Context: an optimization exercise on an open-source flow, tuned for a short achievable clock period and few clock cycles. The choices shown serve that exercise and are no tape-out recipe.
In this exercise RTL edits were held to simulation tests only and were not proved equivalent to the original.
No run shown here takes its clock network from TritonCTS; it comes from the design's own scripts or RTL.
The clock port is modelled as an ideal driver, which makes a skipped or thinned clock tree look cheaper than it is; a real chip needs a root buffer or a tree.
Power and IR drop assume default switching activity.

`design/flow/flow/run.sh`:
```
#!/bin/bash
# Own layout flow:
#  1. the standard synthesis, unchanged;
#  2. ORFS floorplan and placement;
#  3. our own clock tree (flow/mycts.tcl: the clock port drives four
#     buffers, then two more buffer levels reach the flip-flops, each level
#     balanced by recursive bisection of the clock pins), then ORFS's usual
#     timing repair, aimed well below the 11.5 ns constraint (the SDC is not
#     changed, only how hard repair_timing works);
#  4. ORFS global and detailed routing and finishing.
# Each tool's output goes to a log_*.txt file here.
set -euo pipefail
MARGIN=8.3
TNS=10
W=$(pwd)
KNOBS=(SETUP_SLACK_MARGIN=$MARGIN TNS_END_PERCENT=$TNS
       "BUFFER_PORTS_ARGS=-buffer_cell sky130_fd_sc_hd__buf_4"
       POST_GLOBAL_ROUTE_TCL=$W/flow/post_grt.tcl)
RES=$W/orfs/results/$FLOW_PLATFORM/top/base
bash standard.sh synth > log_synth.txt 2>&1
bash standard.sh "${KNOBS[@]}" place > log_place.txt 2>&1
PLATFORM_DIR=$FLOW_HOME/platforms/$FLOW_PLATFORM
RESULTS_DIR=$RES LIB_FILE=$PLATFORM_DIR/lib/sky130_fd_sc_hd__tt_025C_1v80.lib \
  PLATFORM_DIR=$PLATFORM_DIR FLOWDIR=$W/flow \
  CTS_FANOUTS="4 6" SETUP_MARGIN=$MARGIN TNS_PCT=$TNS REPAIR_STEPS="7.0 7.3 7.5 7.7 7.8 7.9 8.0" \
  openroad -no_init -threads ${NUM_CORES:-8} -exit flow/cts_step.tcl > log_cts.txt 2>&1
case "${OWNFLOW_STOP:-}" in
  cts) exit 0 ;;
  grt) bash standard.sh "${KNOBS[@]}" grt > log_finish.txt 2>&1; exit 0 ;;
esac
bash standard.sh "${KNOBS[@]}" finish > log_finish.txt 2>&1
```
`design/flow/flow/cts_step.tcl`:
```
# Clock tree step of the own flow, in place of ORFS's cts.tcl: the same
# inputs (3_place.odb, 3_place.sdc) and outputs (4_1_cts.odb, 4_cts.sdc),
# with the clock tree built by mycts.tcl instead of TritonCTS, then ORFS's
# usual timing repair and legalisation.
set res $::env(RESULTS_DIR)
read_liberty $::env(LIB_FILE)
read_db $res/3_place.odb
read_sdc $res/3_place.sdc
source $::env(PLATFORM_DIR)/setRC.tcl
set_dont_use {sky130_fd_sc_hd__probe_p_8 sky130_fd_sc_hd__probec_p_8 sky130_fd_sc_hd__lpflow_*}

source $::env(FLOWDIR)/mycts.tcl
build_clock_tree 4 $::env(CTS_FANOUTS) sky130_fd_sc_hd__clkbuf_16
set_propagated_clock [all_clocks]

set_placement_padding -global -left 0 -right 0
detailed_placement
estimate_parasitics -placement
report_clock_latency
# repair in steps towards the final margin, each step fixing every endpoint
# that misses it, so that no path is left far behind the worst one
# (repair_timing stops at the first endpoint it cannot improve, and a
# second call often gets further, so each step runs twice)
foreach m $::env(REPAIR_STEPS) {
  for {set k 0} {$k < 2} {incr k} {
    repair_timing -setup -setup_margin $m -repair_tns 100 -match_cell_footprint -verbose
    report_worst_slack -max
  }
}
repair_timing -setup_margin $::env(SETUP_MARGIN) -hold_margin 0 \
  -repair_tns $::env(TNS_PCT) -match_cell_footprint -verbose
detailed_placement
check_placement -verbose
estimate_parasitics -placement
report_clock_latency
report_worst_slack -max
report_worst_slack -min
write_db $res/4_1_cts.odb
write_sdc -no_timestamp $res/4_cts.sdc
```
`design/flow/flow/mycts.tcl`:
```
proc bisect {pts n} {
  if {$n <= 1} { return [list $pts] }
  set xs [lmap p $pts {lindex $p 1}]
  set ys [lmap p $pts {lindex $p 2}]
  set dx [expr {[tcl::mathfunc::max {*}$xs] - [tcl::mathfunc::min {*}$xs]}]
  set dy [expr {[tcl::mathfunc::max {*}$ys] - [tcl::mathfunc::min {*}$ys]}]
  set idx [expr {$dx >= $dy ? 1 : 2}]
  set s [lsort -integer -index $idx $pts]
  set n1 [expr {$n / 2}]
  set n2 [expr {$n - $n1}]
  set h [expr {([llength $s] * $n1) / $n}]
  set a [lrange $s 0 [expr {$h - 1}]]
  set b [lrange $s $h end]
  return [concat [bisect $a $n1] [bisect $b $n2]]
}
proc centroid {pts} {
  set sx 0; set sy 0
  foreach p $pts { set sx [expr {$sx + [lindex $p 1]}]; set sy [expr {$sy + [lindex $p 2]}] }
  set n [llength $pts]
  return [list [expr {round($sx / $n)}] [expr {round($sy / $n)}]]
}
# build the subtree for pts; fanouts: list of branching factors from this
# level down; returns {iterm x y} of the buffer input that drives the subtree
proc mycts_sub {block master pts fanouts} {
  global mycts_n
  set groups [bisect $pts [lindex $fanouts 0]]
  set rest [lrange $fanouts 1 end]
  set id [incr mycts_n]
  set net [odb::dbNet_create $block "clknet_my_$id"]
  $net setSigType CLOCK
  set kids {}
  foreach g $groups {
    if {[llength $rest] == 0} {
      # g is a cluster of sinks: one leaf buffer drives it
      set lid [incr mycts_n]
      set lnet [odb::dbNet_create $block "clknet_my_$lid"]
      $lnet setSigType CLOCK
      foreach p $g {
        set it [lindex $p 0]
        $it disconnect
        $it connect $lnet
      }
      set c [centroid $g]
      set li [odb::dbInst_create $block $master "clkbuf_my_$lid"]
      $li setLocation [lindex $c 0] [lindex $c 1]
      $li setPlacementStatus PLACED
      [$li findITerm X] connect $lnet
      lappend kids [list [$li findITerm A] {*}$c]
    } else {
      lappend kids [mycts_sub $block $master $g $rest]
    }
  }
  foreach k $kids { [lindex $k 0] connect $net }
  set c [centroid $kids]
  set bi [odb::dbInst_create $block $master "clkbuf_my_$id"]
  $bi setLocation [lindex $c 0] [lindex $c 1]
  $bi setPlacementStatus PLACED
  [$bi findITerm X] connect $net
  return [list [$bi findITerm A] {*}$c]
}
# nroot buffers on the clock port; fanouts: branching factors below them
proc build_clock_tree {nroot fanouts bufname} {
  global mycts_n
  set mycts_n 0
  set db [ord::get_db]
  set block [[$db getChip] getBlock]
  set master [$db findMaster $bufname]
  set clk [$block findNet clk]
  set pts {}
  foreach it [$clk getITerms] {
    set bb [[$it getInst] getBBox]
    lappend pts [list $it [expr {([$bb xMin] + [$bb xMax]) / 2}] [expr {([$bb yMin] + [$bb yMax]) / 2}]]
  }
  puts "mycts: [llength $pts] sinks, $nroot roots, fanouts $fanouts"
  foreach reg [bisect $pts $nroot] {
    if {[llength $fanouts] == 0} { error "need at least one level below the roots" }
    set r [mycts_sub $block $master $reg $fanouts]
    [lindex $r 0] connect $clk
  }
  puts "mycts: created $mycts_n buffers and nets"
}
```
`design/flow/flow/post_grt.tcl`:
```
# Run by ORFS's global_route.tcl at its end (POST_GLOBAL_ROUTE_TCL): more
# timing repair passes on global-route parasitics, in steps towards the
# final margin, then legalise and re-route the changed nets incrementally.
# The setup passes see wire parasitics 15% above the platform's estimate,
# as the routed layout's extracted parasitics come out higher than the
# global-route estimate; hold is repaired on the platform's own estimate.
proc scaled_rc { f } {
  foreach {layer c r} {li1 1.499e-04 7.176e-02 met1 1.72375E-04 8.929e-04
                       met2 1.36233E-04 8.929e-04 met3 2.14962E-04 1.567e-04
                       met4 1.48128E-04 1.567e-04 met5 1.54087E-04 1.781e-05} {
    set_layer_rc -layer $layer -capacitance [expr {$c * $f}] -resistance [expr {$r * $f}]
  }
  set_wire_rc -signal -layer met1
  set_wire_rc -clock -layer met3
}
global_route -start_incremental
scaled_rc 1.15
estimate_parasitics -global_routing
report_worst_slack -max
foreach m {7.6 7.8 7.9 8.0 8.1} {
  for {set k 0} {$k < 2} {incr k} {
    repair_timing -setup -setup_margin $m -repair_tns 100 -match_cell_footprint -verbose
  }
}
report_worst_slack -max
scaled_rc 1.0
estimate_parasitics -global_routing
repair_timing -hold -hold_margin 0 -match_cell_footprint -verbose
detailed_placement
global_route -end_incremental
estimate_parasitics -global_routing
report_worst_slack -max
report_worst_slack -min
```
`design/flow/standard.sh`:
```
#!/bin/bash
# synth_recipe.tcl (not shown) runs the flow's synth.tcl, then flattens the netlist and writes it again
# the make line also repeats each setting of config.mk as NAME=value (left out here)
make -C /OpenROAD-flow-scripts/flow DESIGN_CONFIG=/design/flow/config.mk WORK_HOME=/design/flow/orfs CLKGATE_MAP_FILE= SYNTH_SCRIPT=/design/flow/synth_recipe.tcl "${@:-finish}"
```
`design/flow/config.mk`:
```
export PLATFORM = sky130hd
export DESIGN_NAME = top
export DESIGN_NICKNAME = top
export VERILOG_FILES = /design/flow/design.v
export SDC_FILE = /design/flow/constraint.sdc
export NUM_CORES = 8
export LEC_CHECK = 0
export CAP_MARGIN = 20
export CORE_MARGIN = 2
export CORE_UTILIZATION = 50
export SLEW_MARGIN = 20
```
`design/flow/constraint.sdc`:
```
create_clock -name core_clock -period 11.5 [get_ports {clk}]
set_input_delay 2.3000 -clock core_clock [delete_from_list [all_inputs] [get_ports {clk}]]
set_output_delay 2.3000 -clock core_clock [all_outputs]
set_load 0.01 [all_outputs]
```
`design/flow/design.v`:
```
module top ( clk,
             rst,
             IM_Address,
             Instruction,
             DM_Address,
             DM_enable,
             DM_Write_Data,
             DM_Read_Data);
	input  clk, rst;
	output [15:0] IM_Address;
	input  [31:0] Instruction;
	output [15:0] DM_Address;
	output DM_enable;
	output [31:0] DM_Write_Data;
	input  [31:0] DM_Read_Data;
	integer i;
	function [32:0] ks_add;
		input [31:0] x;
		input [31:0] y;
		input        cin;
		reg [31:0] p, g, pp, gg;
		integer k, d;
		begin
			p = x ^ y;
			g = x & y;
			g[0] = g[0] | (p[0] & cin);
			pp = p;
			gg = g;
			for (d = 1; d < 32; d = d * 2) begin
				for (k = 31; k >= d; k = k - 1) begin
					gg[k] = gg[k] | (pp[k] & gg[k-d]);
					pp[k] = pp[k] & pp[k-d];
				end
			end
			ks_add = {gg[31], p ^ {gg[30:0], cin}};
		end
	endfunction
	reg [17:0] pc;           
	reg [15:0] pco;          
	reg        dv;           
	reg        stall_r;      
	reg        dfa, dfb;     
	reg        dla, dlb;     
	reg [31:0] dins;         
	reg [17:0] dpc4;         
	reg [17:0] dlink;        
	reg [15:0] dimm;
	reg [4:0]  dsh;
	reg [31:1] rssel;        
	reg [31:1] rtsel;        
	reg        d_imm;
	reg        d_same, d_rs0, d_rt0;    
	reg        d_inv;        
	reg        dpt;          
	reg [17:0] dptgt;        
	reg        dhit;         
	reg [2:0]  dhidx;        
	reg        xv;
	reg [31:0] P, G;         
	reg        cin;          
	reg [17:0] A;            
	reg [31:0] B;            
	reg [17:0] xpc4, xlink, xbrt;
	reg [2:0]  xsh;          
	reg [31:1] xwsel;
	reg        c_add, c_sub, c_and, c_or, c_xor, c_nor, c_slt, c_sll, c_srl, c_link;
	reg        c_beq, c_bne, c_jr, c_ret, c_j;
	reg        c_load, c_lh;
	reg        xpt;
	reg [17:0] xptgt;
	reg        xdres;        
	reg        xtk;          
	reg        xhit;
	reg [2:0]  xhidx;
	reg [15:0] dma;
	reg        dme;
	reg [31:0] dmw;
	reg [31:0] rf [1:31];
	reg        u_tk, u_link, u_ret, u_hit;
	reg [2:0]  u_hidx;
	reg [17:0] u_tag, u_tgt, u_link_pc;
	wire [5:0] dop = dins[31:26];
	wire [5:0] dfn = dins[5:0];
	wire       dr  = (dop == 6'h00);
	wire d_add   = (dr & (dfn == 6'h20)) | (dop == 6'h08);
	wire d_sub   = dr & (dfn == 6'h22);
	wire d_and   = (dr & (dfn == 6'h24)) | (dop == 6'h0C);
	wire d_or    = dr & (dfn == 6'h25);
	wire d_xor   = dr & (dfn == 6'h26);
	wire d_nor   = dr & (dfn == 6'h27);
	wire d_slt   = (dr & (dfn == 6'h2A)) | (dop == 6'h0A);
	wire d_sll   = dr & (dfn == 6'h00);
	wire d_srl   = dr & (dfn == 6'h02);
	wire d_jr    = dr & ((dfn == 6'h08) | (dfn == 6'h09));
	wire d_link  = (dop == 6'h03) | (dr & (dfn == 6'h09));
	wire d_ret   = dr & (dfn == 6'h08) & (dins[25:21] == 5'd31);
	wire d_beq   = (dop == 6'h04);
	wire d_bne   = (dop == 6'h05);
	wire d_j     = (dop == 6'h02) | (dop == 6'h03);
	wire d_load  = (dop == 6'h23) | (dop == 6'h21);
	wire d_lh    = (dop == 6'h21);
	wire d_store = (dop == 6'h2B) | (dop == 6'h29);
	wire d_sh    = (dop == 6'h29);
	assign IM_Address    = pco;
	assign DM_Address    = dma;
	assign DM_enable     = dme;
	assign DM_Write_Data = dmw;
	reg [31:0] pp, gg;
	integer k, d;
	always @(*) begin
		pp = P;
		gg = G;
		gg[0] = G[0] | (P[0] & cin);
		for (d = 1; d < 32; d = d * 2) begin
			for (k = 31; k >= d; k = k - 1) begin
				gg[k] = gg[k] | (pp[k] & gg[k-d]);
				pp[k] = pp[k] & pp[k-d];
			end
		end
	end
	wire [32:0] cy  = {gg, cin};              
	wire        ltu = ~cy[32];                
	wire        c_arith = c_add | c_sub;
	wire [31:0] oth =
		({32{c_and}}  & G) |
		({32{c_or}}   & (P | G)) |
		({32{c_xor}}  & P) |
		({32{c_nor}}  & ~(P | G)) |
		({32{c_sll}}  & (B << xsh)) |
		({32{c_srl}}  & (B >> xsh)) |
		({32{c_link}} & {14'd0, xlink});
	wire [31:0] x0  = c_arith ? P : oth;
	wire [31:0] x1  = c_arith ? ~P : oth;
	reg  [31:0] alu;
	always @(*) begin
		for (k = 0; k < 32; k = k + 1)
			alu[k] = cy[k] ? x1[k] : x0[k];
		if (c_slt)
			alu[0] = ltu;
	end
	wire [31:0] ld  = c_lh ? {{16{DM_Read_Data[15]}}, DM_Read_Data[15:0]} : DM_Read_Data;
	wire        eq       = ~|P;               
	wire        c_br     = c_beq | c_bne;
	wire        br_tk    = (c_beq & eq) | (c_bne & ~eq);
	wire        taken    = xdres ? xtk : (br_tk | c_jr);
	wire        mispred  = ~xdres & (c_br ? (br_tk != xpt) :
	                                 c_jr ? (~xpt | (xptgt != A[17:0])) :
	                                 (xpt & ~c_j));
	wire        redir    = xv & mispred;
	wire [17:0] redir_pc = c_jr ? A[17:0] : ((c_br & ~xpt) ? xbrt : xpc4);
	wire stall = stall_r & dv;
	reg [31:0] ra, rb;
	always @(*) begin
		ra = 32'd0;
		rb = 32'd0;
		for (i = 1; i < 32; i = i + 1) begin
			ra = ra | ({32{rssel[i]}} & rf[i]);
			rb = rb | ({32{rtsel[i]}} & rf[i]);
		end
	end
	wire [31:0] va   = dla ? ld : (dfa ? alu : ra);
	wire [31:0] vb   = dlb ? ld : (dfb ? alu : rb);
	wire [31:0] dse  = {{16{dimm[15]}}, dimm};
	wire [31:0] bx   = (d_imm ? dse : vb) ^ {32{d_inv}};
	wire [32:0] ea33 = ks_add(ra, dse, 1'b0);
	wire [17:0] dbrt = dpc4 + {dimm, 2'b00};
	wire d_br    = d_beq | d_bne;
	wire x_arith = c_add | c_sub;
	wire [31:0] zk = {G[30:0] | P[30:0], cin};
	wire xz      = ~|(P ^ zk);                       
	wire g0      = ~|G;
	wire d_ss    = d_br & d_same;
	wire d_zc    = d_br & x_arith & ((dfa & d_rt0) | (dfb & d_rs0));
	wire d_jz    = d_jr & dfa & c_add & g0;
	wire d_res   = d_ss | d_zc | d_jz;
	wire d_tk    = d_ss ? d_beq : (d_zc ? (d_beq ~^ xz) : 1'b1);
	wire d_mis   = d_res & (d_jr ? (~dpt | (dptgt != P[17:0])) : (d_tk != dpt));
	wire d_bpred = d_br & ~d_res & ~dpt & dimm[15];
	wire dredir  = dv & ~redir & (d_mis | d_bpred);
	wire [17:0] dredir_pc = d_jr ? P[17:0] : (~dpt ? dbrt : dpc4);
	wire [31:0] fi  = stall ? dins : Instruction;
	wire [5:0]  fop = fi[31:26];
	wire [4:0]  frs = fi[25:21];
	wire [4:0]  frt = fi[20:16];
	wire [4:0]  frd = fi[15:11];
	wire [5:0]  ffn = fi[5:0];
	wire fr     = (fop == 6'h00);
	wire f_add  = fr & (ffn == 6'h20);
	wire f_sub  = fr & (ffn == 6'h22);
	wire f_and  = fr & (ffn == 6'h24);
	wire f_or   = fr & (ffn == 6'h25);
	wire f_xor  = fr & (ffn == 6'h26);
	wire f_nor  = fr & (ffn == 6'h27);
	wire f_slt  = fr & (ffn == 6'h2A);
	wire f_sll  = fr & (ffn == 6'h00);
	wire f_srl  = fr & (ffn == 6'h02);
	wire f_jr   = fr & (ffn == 6'h08);
	wire f_jalr = fr & (ffn == 6'h09);
	wire f_addi = (fop == 6'h08);
	wire f_andi = (fop == 6'h0C);
	wire f_slti = (fop == 6'h0A);
	wire f_beq  = (fop == 6'h04);
	wire f_bne  = (fop == 6'h05);
	wire f_lw   = (fop == 6'h23);
	wire f_lh   = (fop == 6'h21);
	wire f_sw   = (fop == 6'h2B);
	wire f_sh   = (fop == 6'h29);
	wire f_jj   = (fop == 6'h02);
	wire f_jal  = (fop == 6'h03);
	wire f_ralu  = f_add | f_sub | f_and | f_or | f_xor | f_nor | f_slt | f_sll | f_srl;
	wire f_imm   = f_addi | f_andi | f_slti;
	wire f_load  = f_lw | f_lh;
	wire f_store = f_sw | f_sh;
	wire f_link  = f_jal | f_jalr;
	wire f_jump  = f_jj | f_jal;
	reg [31:1] f_rssel, f_rtsel;
	always @(*) begin
		for (i = 1; i < 32; i = i + 1) begin
			f_rssel[i] = (frs == i);
			f_rtsel[i] = (frt == i);
		end
	end
	wire       dlk = (dop == 6'h03) | (dr & (dfn == 6'h09));
	wire       dwv = (dr & ((dfn == 6'h20) | (dfn == 6'h22) | (dfn == 6'h24) | (dfn == 6'h25) |
	                        (dfn == 6'h26) | (dfn == 6'h27) | (dfn == 6'h2A) | (dfn == 6'h00) |
	                        (dfn == 6'h02))) |
	                 (dop == 6'h08) | (dop == 6'h0C) | (dop == 6'h0A) |
	                 (dop == 6'h23) | (dop == 6'h21) | dlk;
	wire [4:0] dwa = dlk ? 5'd31 : (dr ? dins[15:11] : dins[20:16]);
	wire       dwr = dwv & (dwa != 5'd0);
	wire        f_ra = dv & dwr & (frs == dwa);
	wire        f_rb = dv & dwr & (frt == dwa);
	wire        f_stall = f_ra & (f_load | f_store);
	localparam NB = 8;
	wire [2:0]   widx;
	reg [NB-1:0] bv;
	reg [17:0]   btag [0:NB-1];
	reg [17:0]   btgt [0:NB-1];
	reg [NB-1:0] bret;
	reg [2:0]    bptr;
	reg [17:0]   ras;
	reg          rasv;
	reg          hit;
	reg  [2:0]   hidx;
	reg  [17:0]  htgt;
	reg          hret;
	wire         uhit = u_tk & (u_tag == pc);
	always @(*) begin
		hit = 1'b0; hidx = 3'd0; htgt = 18'd0; hret = 1'b0;
		for (i = 0; i < NB; i = i + 1)
			if (bv[i] && btag[i] == pc) begin
				hit  = 1'b1;
				hidx = i;
				htgt = btgt[i];
				hret = bret[i];
			end
		if (uhit) begin
			hit  = 1'b1;
			hidx = widx;
			htgt = u_tgt;
			hret = u_ret;
		end
	end
	wire [17:0] ras_e  = u_link ? u_link_pc : ras;
	wire        rasv_e = u_link | (rasv & ~u_ret);
	wire [17:0] ptgt  = (hret & rasv_e) ? ras_e : htgt;
	wire [17:0] pc4_f = pc + 18'd4;
	wire [17:0] pc8_f = pc + 18'd8;
	wire        j_in = (Instruction[31:27] == 5'b00001);
	reg  [17:0] pc_base;
	always @(*) begin
		if (redir)
			pc_base = redir_pc;
		else if (stall)
			pc_base = pc;
		else if (dredir)
			pc_base = dredir_pc;
		else if (hit)
			pc_base = ptgt;
		else
			pc_base = pc4_f;
	end
	wire        pc_j    = j_in & ~redir & ~stall & ~dredir;
	wire [17:0] pc_next = pc_j ? {Instruction[15:0], 2'b00} : pc_base;
	always @(posedge clk or posedge rst) begin
		if (rst)
			pc <= 18'd0;
		else
			pc <= pc_next;
	end
	always @(posedge clk)
		pco <= rst ? 16'd0 : pc_next[17:2];
	wire d_go = dv & ~stall & ~redir;
	wire f_go = ~stall & ~redir & ~dredir;
	always @(posedge clk or posedge rst) begin
		if (rst) begin
			dv      <= 1'b0;
			stall_r <= 1'b0;
			xv      <= 1'b0;
			dfa     <= 1'b0;
			dfb     <= 1'b0;
			dla     <= 1'b0;
			dlb     <= 1'b0;
		end else begin
			xv      <= d_go;
			dv      <= f_go | (stall & ~redir);
			stall_r <= f_go & f_stall;
			dfa     <= f_go & f_ra & ~d_load;
			dfb     <= f_go & f_rb & ~d_load;
			dla     <= f_go & f_ra & d_load;
			dlb     <= f_go & f_rb & d_load;
		end
	end
	always @(posedge clk) begin
		dins     <= fi;
		dimm     <= fi[15:0];
		dsh      <= fi[10:6];
		rssel    <= f_rssel;
		rtsel    <= f_rtsel;
		d_imm    <= f_imm;
		d_same   <= (frs == frt);
		d_rs0    <= (frs == 5'd0);
		d_rt0    <= (frt == 5'd0);
		d_inv    <= f_sub | f_slt | f_slti;
	end
	always @(posedge clk) begin
		if (!stall) begin
			dpc4     <= pc4_f;
			dlink    <= pc8_f;
			dpt      <= hit;
			dptgt    <= ptgt;
			dhit     <= hit;
			dhidx    <= hidx;
		end
	end
	always @(posedge clk) begin
		P     <= va ^ bx;
		G     <= va & bx;
		cin   <= d_inv;
		A     <= va[17:0];
		B     <= d_sll ? (vb << {dsh[4:3], 3'b000}) :
		         d_srl ? (vb >> {dsh[4:3], 3'b000}) : 32'd0;
		xpc4  <= dpc4;
		xlink <= dlink;
		xbrt  <= dbrt;
		xsh   <= dsh[2:0];
		for (i = 1; i < 32; i = i + 1)
			xwsel[i] <= dwr & (dwa == i);    
		c_add <= d_add;
		c_sub <= d_sub;
		c_and <= d_and;
		c_or  <= d_or;
		c_xor <= d_xor;
		c_nor <= d_nor;
		c_slt <= d_slt;
		c_sll <= d_sll;
		c_srl <= d_srl;
		c_link <= d_link;
		c_beq <= d_beq;
		c_bne <= d_bne;
		c_jr  <= d_jr;
		c_ret <= d_ret;
		c_j   <= d_j;
		c_load <= d_load;
		c_lh  <= d_lh;
		xpt   <= dpt | d_bpred;
		xdres <= d_res;
		xtk   <= d_tk;
		xptgt <= dptgt;
		xhit  <= dhit;
		xhidx <= dhidx;
		dma   <= ea33[17:2];
		dmw   <= d_sh ? {{16{vb[15]}}, vb[15:0]} : vb;
		dme   <= d_go & d_store;
	end
	always @(posedge clk or posedge rst) begin
		if (rst) begin
			u_tk   <= 1'b0;
			u_link <= 1'b0;
			u_ret  <= 1'b0;
		end else begin
			u_tk   <= xv & taken;
			u_link <= xv & c_link;
			u_ret  <= xv & c_ret;
		end
	end
	always @(posedge clk) begin
		u_hit     <= xhit;
		u_hidx    <= xhidx;
		u_tag     <= xpc4 - 18'd4;
		u_tgt     <= c_jr ? A[17:0] : xbrt;
		u_link_pc <= xlink;
	end
	assign widx = u_hit ? u_hidx : bptr;
	always @(posedge clk or posedge rst) begin
		if (rst) begin
			bv   <= {NB{1'b0}};
			bptr <= 3'd0;
			rasv <= 1'b0;
		end else begin
			if (u_tk) begin
				bv[widx] <= 1'b1;
				if (!u_hit)
					bptr <= bptr + 3'd1;
			end
			if (u_link)
				rasv <= 1'b1;
			else if (u_ret)
				rasv <= 1'b0;
		end
	end
	always @(posedge clk) begin
		if (u_tk) begin
			btag[widx] <= u_tag;
			btgt[widx] <= u_tgt;
			bret[widx] <= u_ret;
		end
		if (u_link)
			ras <= u_link_pc;
	end
	always @(posedge clk or posedge rst) begin
		if (rst) begin
			for (i = 1; i < 32; i = i + 1)
				rf[i] <= 32'd0;
		end else begin
			for (i = 1; i < 32; i = i + 1)
				if (xv && xwsel[i] && !c_load)
					rf[i] <= alu;
				else if (xv && xwsel[i])
					rf[i] <= ld;
		end
	end
endmodule
```
==> impl_metrics.json, run 1 <==
{
  "worst_hold_path_type": "flop to flop",
  "worst_ep_arrival_time_ns": 4.27,
  "yosys.area_share.simple_pct": 13.2,
  "synth_fa_ha_area_share_pct": 1.04,
  "drt_iter0_markers": 17566,
  "layout_commonest_cell": "nand2_1",
  "slew_headroom_pct": 9.07,
  "synth_seq_cells": 1863,
  "fin_crit_ns": 3.76,
  "synthMuxAreaShare_pct": 4.08,
  "track_usage_pct": 49.6,
  "grt_busiest_layer": "met2",
  "critPathKind": "flop to flop",
  "fin_skew_ns": 0.0852,
  "vias_per_cell": 7.49,
  "drtPass1Iterations": 11,
  "ioPinCount": 131,
  "slew_violations": 0,
  "yosysWarnings": 2,
  "crit_path_start_kind": "flop",
  "outcome": "complete, no violations",
  "hpwl_um": 276000,
  "grt_max_degree": 96,
  "grt_pass1_wl_um": 630000,
  "multi_input_area_mm2": 0.0463,
  "grt_pass1_vias": 78321,
  "finalPower_w": 0.0194,
  "intPower_w": 0.0121,
  "fin_util_pct": 63.4,
  "use_met1_pct": 60.7,
  "area_growth_pct": 26.3,
  "synth.area.top_cells": "dfrtp_1 (29%), edfxtp_1 (12%), dfxtp_1 (11%), o21ai_0 (6.6%), nand2_1 (5.7%)",
  "setup_tns_ns": 0,
  "fmax_ghz": 0.266,
  "synth_top_area_share_pct": 29.2,
  "setup_viol": 0,
  "clock_latency_ns": 0.64,
  "tightest_slew_ns": 1.36,
  "period_share_pct": 32.7,
  "grt-ovfl-total": 0,
  "grtUsageMet3_pct": 20.1,
  "wl_um": 479000,
  "num_vias": 88656,
  "drc": 0,
  "endpoint_kind": "flop",
  "timing.rr.start": "rssel[12]",
  "netlist_area_mm2": 0.0883,
  "synth_edf_count": 362,
  "drtAntennaViolNets": 0,
  "yosys.area.top_type": "dfrtp_1",
  "whs_ns": 0.331,
  "start_util_pct": 50.2,
  "synth_seq_area_share_pct": 52.2,
  "cp.required_ns": 12.01,
  "io_buffer_count": 130,
  "synth_cells": 9048,
  "syn_avg_cell_area_um2": 9.76,
  "power_switching_w": 0.00726,
  "mostFrequentLayoutCells": "nand2_1 (1288), dfrtp_1 (1022), o21ai_0 (735)",
  "swShare_pct": 37.4,
  "synth_compound_area_share_pct": 22.3,
  "leakage_nw": 45.1,
  "ff2ff_setup_slack_ns": 7.74,
  "hold_path_startpoint": "xhidx[2]",
  "use_met2_pct": 69.4,
  "ir_worst_vdd_mv": 0.129,
  "wl_per_cell_um": 40.4,
  "die_w_um": 424,
  "rows": 154,
  "gp_congestion": 0.981,
  "p_seq_share_pct": 47.2,
  "layout.nets": 9599,
  "drive_above_1_share_pct": 27.8,
  "regArea_mm2": 0.0466,
  "dominantRegCellSynth": "dfrtp_1",
  "die_y_um": 424,
  "syn_nets": 9187,
  "combinationalPowerShare_pct": 31.7,
  "fillers": 14158,
  "cts.clk_slew.worst_paths_ns": 0.08,
  "clkPwrFrac_pct": 21.1,
  "crit_start": "rssel[12]",
  "synth_xor_area_share_pct": 3.40,
  "synth_top_family_by_area": "compound AO/OA/AOI/OAI gates",
  "die-area_mm2": 0.180,
  "hold_viol": 0,
  "core_mm2": 0.176,
  "antenna_found_initial": 36,
  "yosys.cell_types.count": 95,
  "drv_cap": 0,
  "p_per_area_mw_per_mm2": 174,
  "path_max_fanout": 26,
  "synthArstFlopShare_pct": 55.4
}
## sequential cells by signal, summed over array words and instances (netlist names), 31 cells and up
name / flops
B: 32
G: 32
btag: 144
dmw: 32
btgt: 144
rf: 992
rtsel: 31
xwsel: 31
rssel: 31
P: 32
## worst max-delay path, cell delays in order (launching register included)
cell      delay [ns]
dfxtp_2         0.44
buf_12          0.23
a22oi_1         0.33
nand3_1         0.14
or4_4           0.56
ha_4            0.21
a21o_1          0.21
a21oi_4         0.15
nand3_2         0.14
o211ai_1        0.22
buf_4           0.17
nand3_2         0.06
o2111a_1        0.13
o21a_1          0.18
o21a_1          0.18
nor2_1          0.11
xnor2_1         0.13
## per-stage QoR
step                cells  cell area [um^2]  worst slack, ns
finish              11837            112000             7.74
floorplan            9048             88300            -7.89
global placement    11015             91900             6.25
detailed placement  11015             91900             6.25
## final timing paths
path / end / cells past startpoint
min in group asynchronous: pc[6] / 3
setup reg to reg: dma[15] / 16
hold reg to reg: u_hidx[2] / 0
setup / recovery: dma[15] / 16
max in group asynchronous: rf[22][20] / 4
hold / removal: u_hidx[2] / 0
## layer usage
layer / wire, um / share of wire [%]
met5: 667 / 0.14
met4: 52200 / 11
met3: 75400 / 16
met2: 189000 / 40
met1: 161000 / 34
## kinds of logic after synthesis
family                   Yosys count
buffers and inverters            869
multiplexers                     315
AO/OA/AOI/OAI                   2971
flip-flops                      1863
adder cells (fa/ha/maj)           73
AND/OR/NAND/NOR                 2614
XOR/XNOR                         343
## Yosys cell counts, drive strengths merged (29+ instances only)
| library cell | n |
|---|---|
| nor4 | 67 |
| nor3 | 106 |
| a222oi | 33 |
| o21a | 29 |
| o22ai | 29 |
| inv | 110 |
| a22o | 238 |
| nand4 | 199 |
| edfxtp | 362 |
| xor2 | 116 |
| dfrtp | 1032 |
| clkbuf | 630 |
| xnor2 | 227 |
| a211oi | 56 |
| and3 | 33 |
| o211ai | 38 |
| nor2 | 426 |
| a22oi | 542 |
| o21ai | 1169 |
| ha | 72 |
| a21o | 69 |
| or4 | 34 |
| and2 | 36 |
| nand3 | 240 |
| nand2 | 1345 |
| a21oi | 265 |
| mux2 | 110 |
| buf | 128 |
| mux2i | 180 |
| dfxtp | 469 |
| a221oi | 244 |
## cell type report
type / instances / area share, %
buffer: 116 / 2.60
tap: 2340 / 2.62
antenna: 39 / 0.0875
inverter: 111 / 0.422
sequential: 1863 / 41.7
multi-input combinational: 6326 / 41.5
timing repair buffer: 1040 / 11.0
timing repair inverter: 2 / 0.0112
## power by group through the flow
stage	combinational, W	clock (W)	sequential (W)
2_1_floorplan	0.00256	0	0.00846
3_3_place_gp	0.00382	0	0.00913
6_report	0.00615	0.00409	0.00916
3_5_place_dp	0.00386	0	0.00915
Testbench counts, summed over its fixed seeds: cycles 30,396.
==> run 2, diff against run 1 <==
--- a/design/flow/design.v
+++ b/design/flow/design.v
@@ -49,7 +49,11 @@
 	reg [31:1] rssel;        
 	reg [31:1] rtsel;        
+	reg [4:0]  dwa;          
+	reg        dwr;          
 	reg        d_imm;
-	reg        d_same, d_rs0, d_rt0;    
 	reg        d_inv;        
+	reg        d_add, d_sub, d_and, d_or, d_xor, d_nor, d_slt, d_sll, d_srl, d_link;
+	reg        d_beq, d_bne, d_jr, d_ret, d_j;
+	reg        d_load, d_lh, d_store, d_sh;
 	reg        dpt;          
 	reg [17:0] dptgt;        
@@ -62,5 +66,5 @@
 	reg [31:0] B;            
 	reg [17:0] xpc4, xlink, xbrt;
-	reg [2:0]  xsh;          
+	reg [4:0]  xsh;
 	reg [31:1] xwsel;
 	reg        c_add, c_sub, c_and, c_or, c_xor, c_nor, c_slt, c_sll, c_srl, c_link;
@@ -69,6 +73,4 @@
 	reg        xpt;
 	reg [17:0] xptgt;
-	reg        xdres;        
-	reg        xtk;          
 	reg        xhit;
 	reg [2:0]  xhidx;
@@ -80,26 +82,4 @@
 	reg [2:0]  u_hidx;
 	reg [17:0] u_tag, u_tgt, u_link_pc;
-	wire [5:0] dop = dins[31:26];
-	wire [5:0] dfn = dins[5:0];
-	wire       dr  = (dop == 6'h00);
-	wire d_add   = (dr & (dfn == 6'h20)) | (dop == 6'h08);
-	wire d_sub   = dr & (dfn == 6'h22);
-	wire d_and   = (dr & (dfn == 6'h24)) | (dop == 6'h0C);
-	wire d_or    = dr & (dfn == 6'h25);
-	wire d_xor   = dr & (dfn == 6'h26);
-	wire d_nor   = dr & (dfn == 6'h27);
-	wire d_slt   = (dr & (dfn == 6'h2A)) | (dop == 6'h0A);
-	wire d_sll   = dr & (dfn == 6'h00);
-	wire d_srl   = dr & (dfn == 6'h02);
-	wire d_jr    = dr & ((dfn == 6'h08) | (dfn == 6'h09));
-	wire d_link  = (dop == 6'h03) | (dr & (dfn == 6'h09));
-	wire d_ret   = dr & (dfn == 6'h08) & (dins[25:21] == 5'd31);
-	wire d_beq   = (dop == 6'h04);
-	wire d_bne   = (dop == 6'h05);
-	wire d_j     = (dop == 6'h02) | (dop == 6'h03);
-	wire d_load  = (dop == 6'h23) | (dop == 6'h21);
-	wire d_lh    = (dop == 6'h21);
-	wire d_store = (dop == 6'h2B) | (dop == 6'h29);
-	wire d_sh    = (dop == 6'h29);
 	assign IM_Address    = pco;
 	assign DM_Address    = dma;
@@ -140,11 +120,12 @@
 	end
 	wire [31:0] ld  = c_lh ? {{16{DM_Read_Data[15]}}, DM_Read_Data[15:0]} : DM_Read_Data;
+	wire [31:0] wb  = c_load ? ld : alu;      
 	wire        eq       = ~|P;               
 	wire        c_br     = c_beq | c_bne;
 	wire        br_tk    = (c_beq & eq) | (c_bne & ~eq);
-	wire        taken    = xdres ? xtk : (br_tk | c_jr);
-	wire        mispred  = ~xdres & (c_br ? (br_tk != xpt) :
-	                                 c_jr ? (~xpt | (xptgt != A[17:0])) :
-	                                 (xpt & ~c_j));
+	wire        taken    = br_tk | c_jr;
+	wire        mispred  = c_br ? (br_tk != xpt) :
+	                       c_jr ? (~xpt | (xptgt != A[17:0])) :
+	                       (xpt & ~c_j);
 	wire        redir    = xv & mispred;
 	wire [17:0] redir_pc = c_jr ? A[17:0] : ((c_br & ~xpt) ? xbrt : xpc4);
@@ -165,18 +146,6 @@
 	wire [32:0] ea33 = ks_add(ra, dse, 1'b0);
 	wire [17:0] dbrt = dpc4 + {dimm, 2'b00};
-	wire d_br    = d_beq | d_bne;
-	wire x_arith = c_add | c_sub;
-	wire [31:0] zk = {G[30:0] | P[30:0], cin};
-	wire xz      = ~|(P ^ zk);                       
-	wire g0      = ~|G;
-	wire d_ss    = d_br & d_same;
-	wire d_zc    = d_br & x_arith & ((dfa & d_rt0) | (dfb & d_rs0));
-	wire d_jz    = d_jr & dfa & c_add & g0;
-	wire d_res   = d_ss | d_zc | d_jz;
-	wire d_tk    = d_ss ? d_beq : (d_zc ? (d_beq ~^ xz) : 1'b1);
-	wire d_mis   = d_res & (d_jr ? (~dpt | (dptgt != P[17:0])) : (d_tk != dpt));
-	wire d_bpred = d_br & ~d_res & ~dpt & dimm[15];
-	wire dredir  = dv & ~redir & (d_mis | d_bpred);
-	wire [17:0] dredir_pc = d_jr ? P[17:0] : (~dpt ? dbrt : dpc4);
+	wire d_bpred = (d_beq | d_bne) & ~dpt & dimm[15];
+	wire dredir  = dv & ~redir & d_bpred;
 	wire [31:0] fi  = stall ? dins : Instruction;
 	wire [5:0]  fop = fi[31:26];
@@ -214,4 +183,6 @@
 	wire f_link  = f_jal | f_jalr;
 	wire f_jump  = f_jj | f_jal;
+	wire [4:0] f_wa = f_link ? 5'd31 : (fr ? frd : frt);
+	wire       f_wr = f_ralu | f_imm | f_link | f_load;
 	reg [31:1] f_rssel, f_rtsel;
 	always @(*) begin
@@ -221,12 +192,4 @@
 		end
 	end
-	wire       dlk = (dop == 6'h03) | (dr & (dfn == 6'h09));
-	wire       dwv = (dr & ((dfn == 6'h20) | (dfn == 6'h22) | (dfn == 6'h24) | (dfn == 6'h25) |
-	                        (dfn == 6'h26) | (dfn == 6'h27) | (dfn == 6'h2A) | (dfn == 6'h00) |
-	                        (dfn == 6'h02))) |
-	                 (dop == 6'h08) | (dop == 6'h0C) | (dop == 6'h0A) |
-	                 (dop == 6'h23) | (dop == 6'h21) | dlk;
-	wire [4:0] dwa = dlk ? 5'd31 : (dr ? dins[15:11] : dins[20:16]);
-	wire       dwr = dwv & (dwa != 5'd0);
 	wire        f_ra = dv & dwr & (frs == dwa);
 	wire        f_rb = dv & dwr & (frt == dwa);
@@ -267,28 +230,27 @@
 	wire [17:0] pc4_f = pc + 18'd4;
 	wire [17:0] pc8_f = pc + 18'd8;
-	wire        j_in = (Instruction[31:27] == 5'b00001);
-	reg  [17:0] pc_base;
+	reg [17:0] pc_next;
 	always @(*) begin
 		if (redir)
-			pc_base = redir_pc;
+			pc_next = redir_pc;
 		else if (stall)
-			pc_base = pc;
+			pc_next = pc;
 		else if (dredir)
-			pc_base = dredir_pc;
+			pc_next = dbrt;
+		else if (f_jump)
+			pc_next = {Instruction[15:0], 2'b00};
 		else if (hit)
-			pc_base = ptgt;
+			pc_next = ptgt;
 		else
-			pc_base = pc4_f;
+			pc_next = pc4_f;
 	end
-	wire        pc_j    = j_in & ~redir & ~stall & ~dredir;
-	wire [17:0] pc_next = pc_j ? {Instruction[15:0], 2'b00} : pc_base;
+	always @(posedge clk)
+		pc <= rst ? 18'd0 : pc_next;
 	always @(posedge clk or posedge rst) begin
 		if (rst)
-			pc <= 18'd0;
+			pco <= 16'd0;
 		else
-			pc <= pc_next;
+			pco <= pc_next[17:2];
 	end
-	always @(posedge clk)
-		pco <= rst ? 16'd0 : pc_next[17:2];
 	wire d_go = dv & ~stall & ~redir;
 	wire f_go = ~stall & ~redir & ~dredir;
@@ -318,9 +280,27 @@
 		rssel    <= f_rssel;
 		rtsel    <= f_rtsel;
+		dwa      <= f_wa;
+		dwr      <= f_wr & (f_wa != 5'd0);
 		d_imm    <= f_imm;
-		d_same   <= (frs == frt);
-		d_rs0    <= (frs == 5'd0);
-		d_rt0    <= (frt == 5'd0);
 		d_inv    <= f_sub | f_slt | f_slti;
+		d_add    <= f_add | f_addi;
+		d_sub    <= f_sub;
+		d_and    <= f_and | f_andi;
+		d_or     <= f_or;
+		d_xor    <= f_xor;
+		d_nor    <= f_nor;
+		d_slt    <= f_slt | f_slti;
+		d_sll    <= f_sll;
+		d_srl    <= f_srl;
+		d_link   <= f_link;
+		d_beq    <= f_beq;
+		d_bne    <= f_bne;
+		d_jr     <= f_jr | f_jalr;
+		d_ret    <= f_jr & (frs == 5'd31);
+		d_j      <= f_jump;
+		d_load   <= f_load;
+		d_lh     <= f_lh;
+		d_store  <= f_store;
+		d_sh     <= f_sh;
 	end
 	always @(posedge clk) begin
@@ -339,12 +319,11 @@
 		cin   <= d_inv;
 		A     <= va[17:0];
-		B     <= d_sll ? (vb << {dsh[4:3], 3'b000}) :
-		         d_srl ? (vb >> {dsh[4:3], 3'b000}) : 32'd0;
+		B     <= vb;
 		xpc4  <= dpc4;
 		xlink <= dlink;
 		xbrt  <= dbrt;
-		xsh   <= dsh[2:0];
+		xsh   <= dsh;
 		for (i = 1; i < 32; i = i + 1)
-			xwsel[i] <= dwr & (dwa == i);    
+			xwsel[i] <= dwr & (dwa == i);
 		c_add <= d_add;
 		c_sub <= d_sub;
@@ -365,6 +344,4 @@
 		c_lh  <= d_lh;
 		xpt   <= dpt | d_bpred;
-		xdres <= d_res;
-		xtk   <= d_tk;
 		xptgt <= dptgt;
 		xhit  <= dhit;
@@ -425,8 +402,6 @@
 		end else begin
 			for (i = 1; i < 32; i = i + 1)
-				if (xv && xwsel[i] && !c_load)
-					rf[i] <= alu;
-				else if (xv && xwsel[i])
-					rf[i] <= ld;
+				if (xv && xwsel[i])
+					rf[i] <= wb;
 		end
 	end
--- a/design/flow/flow/run.sh
+++ b/design/flow/flow/run.sh
@@ -13,8 +13,7 @@
 MARGIN=8.3
 TNS=10
+KNOBS=(SETUP_SLACK_MARGIN=$MARGIN TNS_END_PERCENT=$TNS
+       "BUFFER_PORTS_ARGS=-buffer_cell sky130_fd_sc_hd__buf_4")
 W=$(pwd)
-KNOBS=(SETUP_SLACK_MARGIN=$MARGIN TNS_END_PERCENT=$TNS
-       "BUFFER_PORTS_ARGS=-buffer_cell sky130_fd_sc_hd__buf_4"
-       POST_GLOBAL_ROUTE_TCL=$W/flow/post_grt.tcl)
 RES=$W/orfs/results/$FLOW_PLATFORM/top/base
 bash standard.sh synth > log_synth.txt 2>&1
@@ -23,5 +22,5 @@
 RESULTS_DIR=$RES LIB_FILE=$PLATFORM_DIR/lib/sky130_fd_sc_hd__tt_025C_1v80.lib \
   PLATFORM_DIR=$PLATFORM_DIR FLOWDIR=$W/flow \
-  CTS_FANOUTS="4 6" SETUP_MARGIN=$MARGIN TNS_PCT=$TNS REPAIR_STEPS="7.0 7.3 7.5 7.7 7.8 7.9 8.0" \
+  CTS_FANOUTS="4 6" SETUP_MARGIN=$MARGIN TNS_PCT=$TNS REPAIR_STEPS="7.0 7.3 7.6 7.8" \
   openroad -no_init -threads ${NUM_CORES:-8} -exit flow/cts_step.tcl > log_cts.txt 2>&1
 case "${OWNFLOW_STOP:-}" in
--- a/design/flow/flow/cts_step.tcl
+++ b/design/flow/flow/cts_step.tcl
@@ -20,11 +20,7 @@
 # repair in steps towards the final margin, each step fixing every endpoint
 # that misses it, so that no path is left far behind the worst one
-# (repair_timing stops at the first endpoint it cannot improve, and a
-# second call often gets further, so each step runs twice)
 foreach m $::env(REPAIR_STEPS) {
-  for {set k 0} {$k < 2} {incr k} {
-    repair_timing -setup -setup_margin $m -repair_tns 100 -match_cell_footprint -verbose
-    report_worst_slack -max
-  }
+  repair_timing -setup -setup_margin $m -repair_tns 100 -match_cell_footprint -verbose
+  report_worst_slack -max
 }
 repair_timing -setup_margin $::env(SETUP_MARGIN) -hold_margin 0 \
--- a/design/flow/config.mk
+++ b/design/flow/config.mk
@@ -8,4 +8,5 @@
 export CAP_MARGIN = 20
 export CORE_MARGIN = 2
-export CORE_UTILIZATION = 50
+export CORE_UTILIZATION = 40
+export SETUP_SLACK_MARGIN = 1
 export SLEW_MARGIN = 20
removed: design/flow/flow/post_grt.tcl
==> run 2 against run 1 <==
Compared with the run above: maximum frequency is 0.50% higher; global-route usage decreased by 12 points; still clean on timing, DRC and antenna; sequential power fell by 8.3%; critical path depth shrank 3; area after synthesis down 2.7%; largest cell class unchanged; synthesized cell count down 4.5%; clock power barely moved; sequential share of layout area is 4.4 points higher; cell area fell by 9.8%; clock skew fell by 0.015 ns; via count shrank 9.0%; die area is 21% higher.
==> impl_metrics.json, run 2 <==
{
  "grt_max_degree": 116,
  "grt_pass1_vias": 74241,
  "yosysWarnings": 2,
  "num_vias": 80701,
  "wl_per_cell_um": 36.9,
  "regArea_mm2": 0.0464,
  "slew_violations": 0,
  "track_usage_pct": 37.5,
  "drtAntennaViolNets": 0,
  "clock_latency_ns": 0.61,
  "hold_viol": 0,
  "place_area_mm2": 0.0900,
  "outcome": "complete, no violations",
  "setup_tns_ns": 0,
  "syn_nets": 8777,
  "drv_cap": 0,
  "critPathTopFamily": "compound AO/OA/AOI/OAI gates",
  "critPathKind": "flop to flop",
  "cp_num_buf_inv": 2,
  "vias_per_cell": 6.96,
  "crit_path_start_kind": "flop",
  "synth_cells": 8639,
  "ys_top_cells_by_count": "nand2_1 (1320), o21ai_0 (1197), dfrtp_1 (1030)",
  "cp.required_ns": 11.92,
  "endpoint_kind": "flop",
  "whs_ns": 0.327,
  "path_max_fanout": 24,
  "synth.most_common_cell": "nand2_1",
  "layout_setup_ws_ns": 7.76,
  "hpwl_um": 246000,
  "grt_pass1_wl_um": 584000,
  "fin_skew_ns": 0.0705,
  "gp_congestion": 1.01,
  "netlist_area_mm2": 0.0860,
  "dominantRegCellSynth": "dfrtp_1",
  "crit_chain": "buf_12 -> a22o_1 -> a221oi_1 -> nand3_1 -> or4_4 -> ha_1 -> o21a_1 -> o21a_1 -> o41a_1 -> buf_12 -> a211o_1 -> a21oi_2 -> xnor2_1",
  "synth_seq_cells": 1869,
  "die_w_um": 468,
  "ioPinCount": 131,
  "p_per_area_mw_per_mm2": 151,
  "slowest_delay_ns": 0.70,
  "post-place-ws_ns": 6.32,
  "regMostFlops": "rf",
  "wl_um": 428000,
  "drt_iter0_markers": 14920,
  "mostFrequentLayoutCells": "nand2_1 (1276), o21ai_0 (1121), dfrtp_1 (1025)",
  "yosys.area.top_type": "dfrtp_1",
  "synth_top_area_share_pct": 30.0,
  "synth_seq_area_share_pct": 53.7,
  "start_util_pct": 40.1,
  "largest_reg_flops": 992,
  "fmax_ghz": 0.267,
  "yosys.cell_types.count": 95,
  "multi_input_area_mm2": 0.0396,
  "area_growth_pct": 17.0,
  "rsz0062_at_grt": "true",
  "antenna_found_initial": 26,
  "synth_edf_count": 357,
  "period_share_pct": 32.5,
  "fillers": 19729,
  "drtPass1Iterations": 14,
  "cts.clk_slew.worst_paths_ns": 0.08,
  "syn_avg_cell_area_um2": 9.95,
  "drc": 0,
  "fin_crit_ns": 3.74,
  "design_area_mm2": 0.101,
  "rows": 170,
  "ir_worst_vdd_mv": 0.0912,
  "die-area_mm2": 0.219,
  "setup_viol": 0,
  "layout.nets": 8865,
  "leakage_nw": 41.2,
  "crit_slowest_cell": "or4_4",
  "grt-ovfl-total": 0,
  "layout_commonest_cell": "nand2_1",
  "core_mm2": 0.214,
  "die_y_um": 468,
  "synthArstFlopShare_pct": 55.1,
  "drive_above_1_share_pct": 17.6,
  "io_buffer_count": 130,
  "synth.area.top_cells": "dfrtp_1 (30%), edfxtp_1 (12%), dfxtp_1 (11%), o21ai_0 (7.0%), nand2_1 (5.8%)",
  "reg_top3": "rf (992), btag (144), btgt (144)",
  "worst_ep_arrival_time_ns": 4.17,
  "tightest_slew_ns": 1.29,
  "slew_headroom_pct": 13.9,
  "worst_hold_path_type": "flop to flop"
}
run 2: cell types whose count changed in the layout (fill, tap and decap cells not counted), moves of 30 or more:
cell | previous run | this run
buf_4 | 584 | 471
o21ai_4 | 42 | 7
mux2i_1 | 134 | 82
xnor2_2 | 34 | 4
mux4_2 | 25 | 65
dfxtp_1 | 280 | 355
o21ai_2 | 336 | 38
dfxtp_4 | 89 | 44
nand4_1 | 199 | 167
buf_6 | 200 | 52
o21ai_0 | 735 | 1121
buf_12 | 129 | 81
a221oi_1 | 214 | 247
mux2_2 | 96 | 53
run 2: cell families (layout without fill, tap and decap cells):
logic type	after synthesis	in the layout	synth area share (%)
compound gates	2874	2882	22.0
xor+xnor	314	314	3.20
fa+ha+maj	72	72	1.06
buf+inv	830	903	3.81
flops	1869	1869	53.7
mux	233	237	3.75
other cells	0	34	0
simple gates	2447	2448	12.5
run 2: routing by layer:
layer	vias up	GRT usage (%)	routed length, um
li1	31919	-	-
met1	39265	46.6	153000
met2	7276	51.7	168000
met3	2194	18.2	70600
met4	47	23.3	35300
met5	-	2.00	1730
run 2: final timing paths:
path / to / slack [ns] / cells after the start / startpoint
worst max register to register: dma[15] / 7.76 / 13 / rssel[29]
min in group asynchronous: pco[5] / 1.78 / 2 / rst
worst min-delay path: c_jr / 0.33 / 0 / d_jr
max in group asynchronous: rf[14][31] / 7.98 / 4 / rst
worst min register to register: c_jr / 0.33 / 0 / d_jr
worst max-delay path: dma[15] / 7.76 / 13 / rssel[29]
run 2: final cells by class:
type | instances | area share [%]
Multi-Input combinational cell | 5953 | 39.4
Buffer | 116 | 2.89
Inverter | 113 | 0.458
Antenna cell | 34 | 0.0846
Sequential cell | 1869 | 46.1
Tap cell | 2838 | 3.53
Timing Repair Buffer | 674 | 7.52
run 2: report_power, final:
group          switching, W  leakage [nW]  internal, W  total, W
sequential         0.000938          17.3      0.00747   0.00840
combinational       0.00162          22.4      0.00106   0.00268
clock               0.00225          1.43      0.00181   0.00406
total               0.00481          41.2       0.0103    0.0151
run 2: metrics by stage:
stage / utilization, % / cells / power, W
3_5_place_dp: 42.0 / 11105 / 0.0107
6_report: 47.0 / 11597 / 0.0151
2_1_floorplan: - / 8639 / 0.00952
5_1_grt: 46.9 / 11574 / 0.0156
3_3_place_gp: 42.0 / 11105 / 0.0106
Testbench counts of run 2, summed over its fixed seeds: cycles 30,863.

re-timing with driven ports:
The flow's constraints put no driver on any port. The routed layouts listed below were extracted and timed again, unchanged, in two steps.
Step 1, drivers: a clkbuf_16 drives clk and a buf_2 each remaining input, both assumed.
Step 2 also shifts input and output timing later by t, the mid clock arrival at the registers, as if the neighbouring blocks saw the same clock.
Three values: no drivers, after step 1, after step 2; two values: the first two.
run	t, ns	slack for setup (ns)	latest minus earliest clock arrival (ns)	slew at the worst register clock pin (ns)
run 1	0.842	7.739 / 7.739 / 7.336	0.086 / 0.087	0.11 / 0.11
run 2	0.775	7.758 / 7.628 / 7.242	0.072 / 0.072	0.11 / 0.11
After both steps every run listed still meets setup and hold. For run 2, which loses most, drivers alone change the setup slack by -0.130 ns; drivers and shift together by -0.516 ns.
